This design comes from an exercise in tuning for small area, a short achievable clock period and few clock cycles on the open sky130 flow, not from production work. In this exercise RTL edits were held to simulation tests only and were not proved equivalent to the original. Power figures rest on the tool's default switching activity, not on a simulated workload.

==> flow/design.v <==
`timescale 1ns/1ps
module cpu (
    input  wire        clk,
    input  wire        reset,
    output wire [31:0] imem_addr,
    input  wire [31:0] imem_data,
    output wire [3:0]  dmem_we,
    output wire [11:2] dmem_addr,
    output wire [31:0] dmem_wdata,
    input  wire [31:0] dmem_rdata
);
    reg  [31:0] pc;
    wire [31:0] pc4 = pc + 32'd4;
    wire        redirect;
    wire [31:0] redirect_pc;
    wire [31:0] f_tgt;
    wire        f_pred;
    assign imem_addr = pc;
    always @(posedge clk or posedge reset) begin
        if (reset)
            pc <= 32'h0;
        else
            pc <= redirect ? redirect_pc : f_pred ? f_tgt : pc4;
    end
    wire [31:0] in = imem_data;
    wire [4:0]  opc = in[6:2];
    wire [2:0]  f3 = in[14:12];
    wire f_lui    = (opc == 5'b01101);
    wire f_auipc  = (opc == 5'b00101);
    wire f_jal    = (opc == 5'b11011);
    wire f_jalr   = (opc == 5'b11001);
    wire f_branch = (opc == 5'b11000);
    wire f_load   = (opc == 5'b00000);
    wire f_store  = (opc == 5'b01000);
    wire f_opimm  = (opc == 5'b00100);
    wire f_op     = (opc == 5'b01100);
    wire f_alu    = f_op | f_opimm;
    wire f_wr     = (f_lui | f_auipc | f_jal | f_jalr | f_load | f_alu) && (in[11:7] != 5'd0);
    reg [31:0] f_imm;
    always @(*) begin
        if (f_lui | f_auipc)
            f_imm = {in[31:12], 12'b0};
        else if (f_jal)
            f_imm = {{12{in[31]}}, in[19:12], in[20], in[30:21], 1'b0};
        else if (f_branch)
            f_imm = {{20{in[31]}}, in[7], in[30:25], in[11:8], 1'b0};
        else if (f_store)
            f_imm = {{21{in[31]}}, in[30:25], in[11:7]};
        else
            f_imm = {{21{in[31]}}, in[30:20]};
    end
    assign f_tgt  = pc + f_imm;
    assign f_pred = f_jal | (f_branch & in[31]);
    reg  [31:0] rf [1:31];
    wire [4:0]  f_rs1 = in[19:15];
    wire [4:0]  f_rs2 = in[24:20];
    reg         x_wr, w_wr;
    reg  [4:0]  x_rd, w_rd;
    reg  [31:0] w_data;
    wire [31:0] x_res;
    wire [31:0] f_rv1 = (f_rs1 == 5'd0) ? 32'h0 :
                        (w_wr && f_rs1 == w_rd) ? w_data : rf[f_rs1];
    wire [31:0] f_rv2 = (f_rs2 == 5'd0) ? 32'h0 :
                        (w_wr && f_rs2 == w_rd) ? w_data : rf[f_rs2];
    wire        byp1 = x_wr && (f_rs1 == x_rd);
    wire        byp2 = x_wr && (f_rs2 == x_rd);
    wire        f_use2 = f_op | f_branch | f_store;
    reg [31:0] x_rv1, x_opb, x_imm, x_alt;
    reg [2:0]  x_f3;
    reg        x_sub, x_sra, x_pred;
    reg        x_jalr, x_branch, x_store;
    reg        s_add, s_sll, s_slt, s_sltu, s_xor, s_sr, s_or, s_and, s_ld, s_alt;
    always @(posedge clk or posedge reset) begin
        if (reset) begin
            x_jalr <= 1'b0; x_branch <= 1'b0; x_store <= 1'b0; x_wr <= 1'b0;
        end else if (redirect) begin
            x_jalr <= 1'b0; x_branch <= 1'b0; x_store <= 1'b0; x_wr <= 1'b0;
        end else begin
            x_jalr <= f_jalr; x_branch <= f_branch; x_store <= f_store; x_wr <= f_wr;
        end
    end
    always @(posedge clk) begin
        x_rv1 <= byp1 ? x_res : f_rv1;
        x_opb <= !f_use2 ? f_imm : byp2 ? x_res : f_rv2;
        x_imm <= f_imm;
        x_alt <= (f_pred | f_jalr) ? pc4 : f_lui ? f_imm : f_tgt;
        x_pred <= f_pred;
        x_rd <= in[11:7];
        x_f3 <= f3;
        x_sub <= f_op & in[30];
        x_sra <= in[30];
        s_add  <= f_alu & (f3 == 3'd0);
        s_sll  <= f_alu & (f3 == 3'd1);
        s_slt  <= f_alu & (f3 == 3'd2);
        s_sltu <= f_alu & (f3 == 3'd3);
        s_xor  <= f_alu & (f3 == 3'd4);
        s_sr   <= f_alu & (f3 == 3'd5);
        s_or   <= f_alu & (f3 == 3'd6);
        s_and  <= f_alu & (f3 == 3'd7);
        s_ld   <= f_load;
        s_alt  <= f_lui | f_auipc | f_jal | f_jalr;
    end
    wire [31:0] a = x_rv1;
    wire [31:0] b = x_opb;
    wire        eq  = (a == b);
    wire        ltu = (a < b);
    wire        lt  = (a[31] ^ b[31]) ? a[31] : ltu;
    wire [31:0] addsub = x_sub ? (a - b) : (a + b);
    wire [31:0] sll = a << b[4:0];
    wire [31:0] srx = $signed({x_sra & a[31], a}) >>> b[4:0];
    wire [31:0] agu = a + x_imm;
    reg taken;
    always @(*) begin
        case (x_f3)
            3'd0: taken = eq;
            3'd1: taken = ~eq;
            3'd4: taken = lt;
            3'd5: taken = ~lt;
            3'd6: taken = ltu;
            default: taken = ~ltu;
        endcase
    end
    assign redirect = x_jalr | (x_branch & (taken ^ x_pred));
    assign redirect_pc = x_jalr ? {agu[31:1], 1'b0} : x_alt;
    wire [1:0] bo = agu[1:0];
    assign dmem_addr = agu[11:2];
    assign dmem_we = !x_store ? 4'b0000 :
                     (x_f3[1:0] == 2'd0) ? (4'b0001 << bo) :
                     (x_f3[1:0] == 2'd1) ? (bo[1] ? 4'b1100 : 4'b0011) : 4'b1111;
    assign dmem_wdata = (x_f3[1:0] == 2'd0) ? {4{b[7:0]}} :
                        (x_f3[1:0] == 2'd1) ? {2{b[15:0]}} : b;
    wire [7:0]  lbyte = bo[1] ? (bo[0] ? dmem_rdata[31:24] : dmem_rdata[23:16])
                              : (bo[0] ? dmem_rdata[15:8]  : dmem_rdata[7:0]);
    wire [15:0] lhalf = bo[1] ? dmem_rdata[31:16] : dmem_rdata[15:0];
    reg  [31:0] ldata;
    always @(*) begin
        case (x_f3[1:0])
            2'd0: ldata = {{24{lbyte[7] & ~x_f3[2]}}, lbyte};
            2'd1: ldata = {{16{lhalf[15] & ~x_f3[2]}}, lhalf};
            default: ldata = dmem_rdata;
        endcase
    end
    assign x_res = ({32{s_add}}  & addsub) |
                   ({32{s_sll}}  & sll) |
                   {31'b0, s_slt & lt} |
                   {31'b0, s_sltu & ltu} |
                   ({32{s_xor}}  & (a ^ b)) |
                   ({32{s_sr}}   & srx) |
                   ({32{s_or}}   & (a | b)) |
                   ({32{s_and}}  & (a & b)) |
                   ({32{s_ld}}   & ldata) |
                   ({32{s_alt}}  & x_alt);
    always @(posedge clk or posedge reset) begin
        if (reset)
            w_wr <= 1'b0;
        else
            w_wr <= x_wr;
    end
    always @(posedge clk) begin
        w_rd <= x_rd;
        w_data <= x_res;
    end
    integer i;
    always @(posedge clk) begin
        for (i = 1; i < 32; i = i + 1)
            if (w_wr && w_rd == i)
                rf[i] <= w_data;
    end
endmodule
make LEC_CHECK=0 CAP_MARGIN=20 CORE_MARGIN=2 CORE_UTILIZATION=40 SETUP_SLACK_MARGIN=5 SLEW_MARGIN=20 finish   # period 10.0 ns
run.sh (not shown) runs the stock make flow with config.mk's settings and CLKGATE_MAP_FILE= SYNTH_SCRIPT=/design/flow/synth_recipe.tcl, a recipe that flattens the netlist after the stock synthesis.
Testbench counts at the start, summed over its fixed seeds: cycles 87,314.
==> next run, changes <==
--- a/flow/design.v
+++ b/flow/design.v
@@ -47,13 +47,15 @@
         else if (f_store)
             f_imm = {{21{in[31]}}, in[30:25], in[11:7]};
         else
             f_imm = {{21{in[31]}}, in[30:20]};
     end
     assign f_tgt  = pc + f_imm;
-    assign f_pred = f_jal | (f_branch & in[31]);
+    wire   f_same = (in[19:15] == in[24:20]);
+    wire   f_bdir = f_same ? ~(f3[0] ^ f3[2]) : in[31];
+    assign f_pred = f_jal | (f_branch & f_bdir);
     reg  [31:0] rf [1:31];
     wire [4:0]  f_rs1 = in[19:15];
     wire [4:0]  f_rs2 = in[24:20];
     reg         x_wr, w_wr;
     reg  [4:0]  x_rd, w_rd;
     reg  [31:0] w_data;
@@ -62,13 +64,14 @@
                         (w_wr && f_rs1 == w_rd) ? w_data : rf[f_rs1];
     wire [31:0] f_rv2 = (f_rs2 == 5'd0) ? 32'h0 :
                         (w_wr && f_rs2 == w_rd) ? w_data : rf[f_rs2];
     wire        byp1 = x_wr && (f_rs1 == x_rd);
     wire        byp2 = x_wr && (f_rs2 == x_rd);
     wire        f_use2 = f_op | f_branch | f_store;
-    reg [31:0] x_rv1, x_opb, x_imm, x_alt;
+    reg [31:0] x_rv1, x_opb, x_alt;
+    reg [11:0] x_imm;
     reg [2:0]  x_f3;
     reg        x_sub, x_sra, x_pred;
     reg        x_jalr, x_branch, x_store;
     reg        s_add, s_sll, s_slt, s_sltu, s_xor, s_sr, s_or, s_and, s_ld, s_alt;
     always @(posedge clk or posedge reset) begin
         if (reset) begin
@@ -79,13 +82,13 @@
             x_jalr <= f_jalr; x_branch <= f_branch; x_store <= f_store; x_wr <= f_wr;
         end
     end
     always @(posedge clk) begin
         x_rv1 <= byp1 ? x_res : f_rv1;
         x_opb <= !f_use2 ? f_imm : byp2 ? x_res : f_rv2;
-        x_imm <= f_imm;
+        x_imm <= f_imm[11:0];
         x_alt <= (f_pred | f_jalr) ? pc4 : f_lui ? f_imm : f_tgt;
         x_pred <= f_pred;
         x_rd <= in[11:7];
         x_f3 <= f3;
         x_sub <= f_op & in[30];
         x_sra <= in[30];
@@ -103,15 +106,21 @@
     wire [31:0] a = x_rv1;
     wire [31:0] b = x_opb;
     wire        eq  = (a == b);
     wire        ltu = (a < b);
     wire        lt  = (a[31] ^ b[31]) ? a[31] : ltu;
     wire [31:0] addsub = x_sub ? (a - b) : (a + b);
-    wire [31:0] sll = a << b[4:0];
-    wire [31:0] srx = $signed({x_sra & a[31], a}) >>> b[4:0];
-    wire [31:0] agu = a + x_imm;
+    function [31:0] rev(input [31:0] v);
+        integer k;
+        for (k = 0; k < 32; k = k + 1) rev[k] = v[31-k];
+    endfunction
+    wire [31:0] shin = s_sll ? rev(a) : a;
+    wire [31:0] shr = $signed({x_sra & ~s_sll & a[31], shin}) >>> b[4:0];
+    wire [31:0] sll = rev(shr);
+    wire [31:0] srx = shr;
+    wire [31:0] agu = a + {{20{x_imm[11]}}, x_imm};
     reg taken;
     always @(*) begin
         case (x_f3)
             3'd0: taken = eq;
             3'd1: taken = ~eq;
             3'd4: taken = lt;
Effect: The changed run passed the timing, DRC and antenna checks. Final area went down by a few percent. Die area went down slightly. Synthesized area went down slightly. Power went down by a few percent. Core utilization barely changes. Worst setup slack improves by 0.089 ns. Synthesized cell count is about the same. Sequential power went down slightly. Global-route usage went down by 0.18 points. Non-clock buffer count went down by 17. Routed wire length went down slightly. Clock power went down by a few percent. Clock-buffer cell count went down by 18. Final cell count went down slightly.
Testbench counts after the change, summed over its fixed seeds: cycles 86,159.

## what the ideal ports hide
In the flow no input, the clock included, has a driving cell. The finished layouts below were timed again as built, in two steps. Step 1 assumes that a clkbuf_16 drives the clock port and a buf_2 every other input. Step 2, shift: input delay + t, output delay - t, t = (earliest + latest rising clock arrival at the registers) / 2. This alone moves slack from input paths to output paths. Slacks: ideal ports / drivers / drivers and shift; pairs: ideal ports / drivers.
| run | t, ns | setup slack, ns | latest minus earliest clock arrival (ns) |
|---|---|---|---|
| the first run | 0.861 | 4.762 / 4.701 / 3.840 | 0.061 / 0.061 |
| the second run | 0.842 | 4.851 / 4.888 / 4.047 | 0.061 / 0.061 |
After both steps every run listed still meets setup and hold. The setup slack of the first run, which loses most, moves by -0.061 ns with the drivers and by -0.922 ns with both steps.
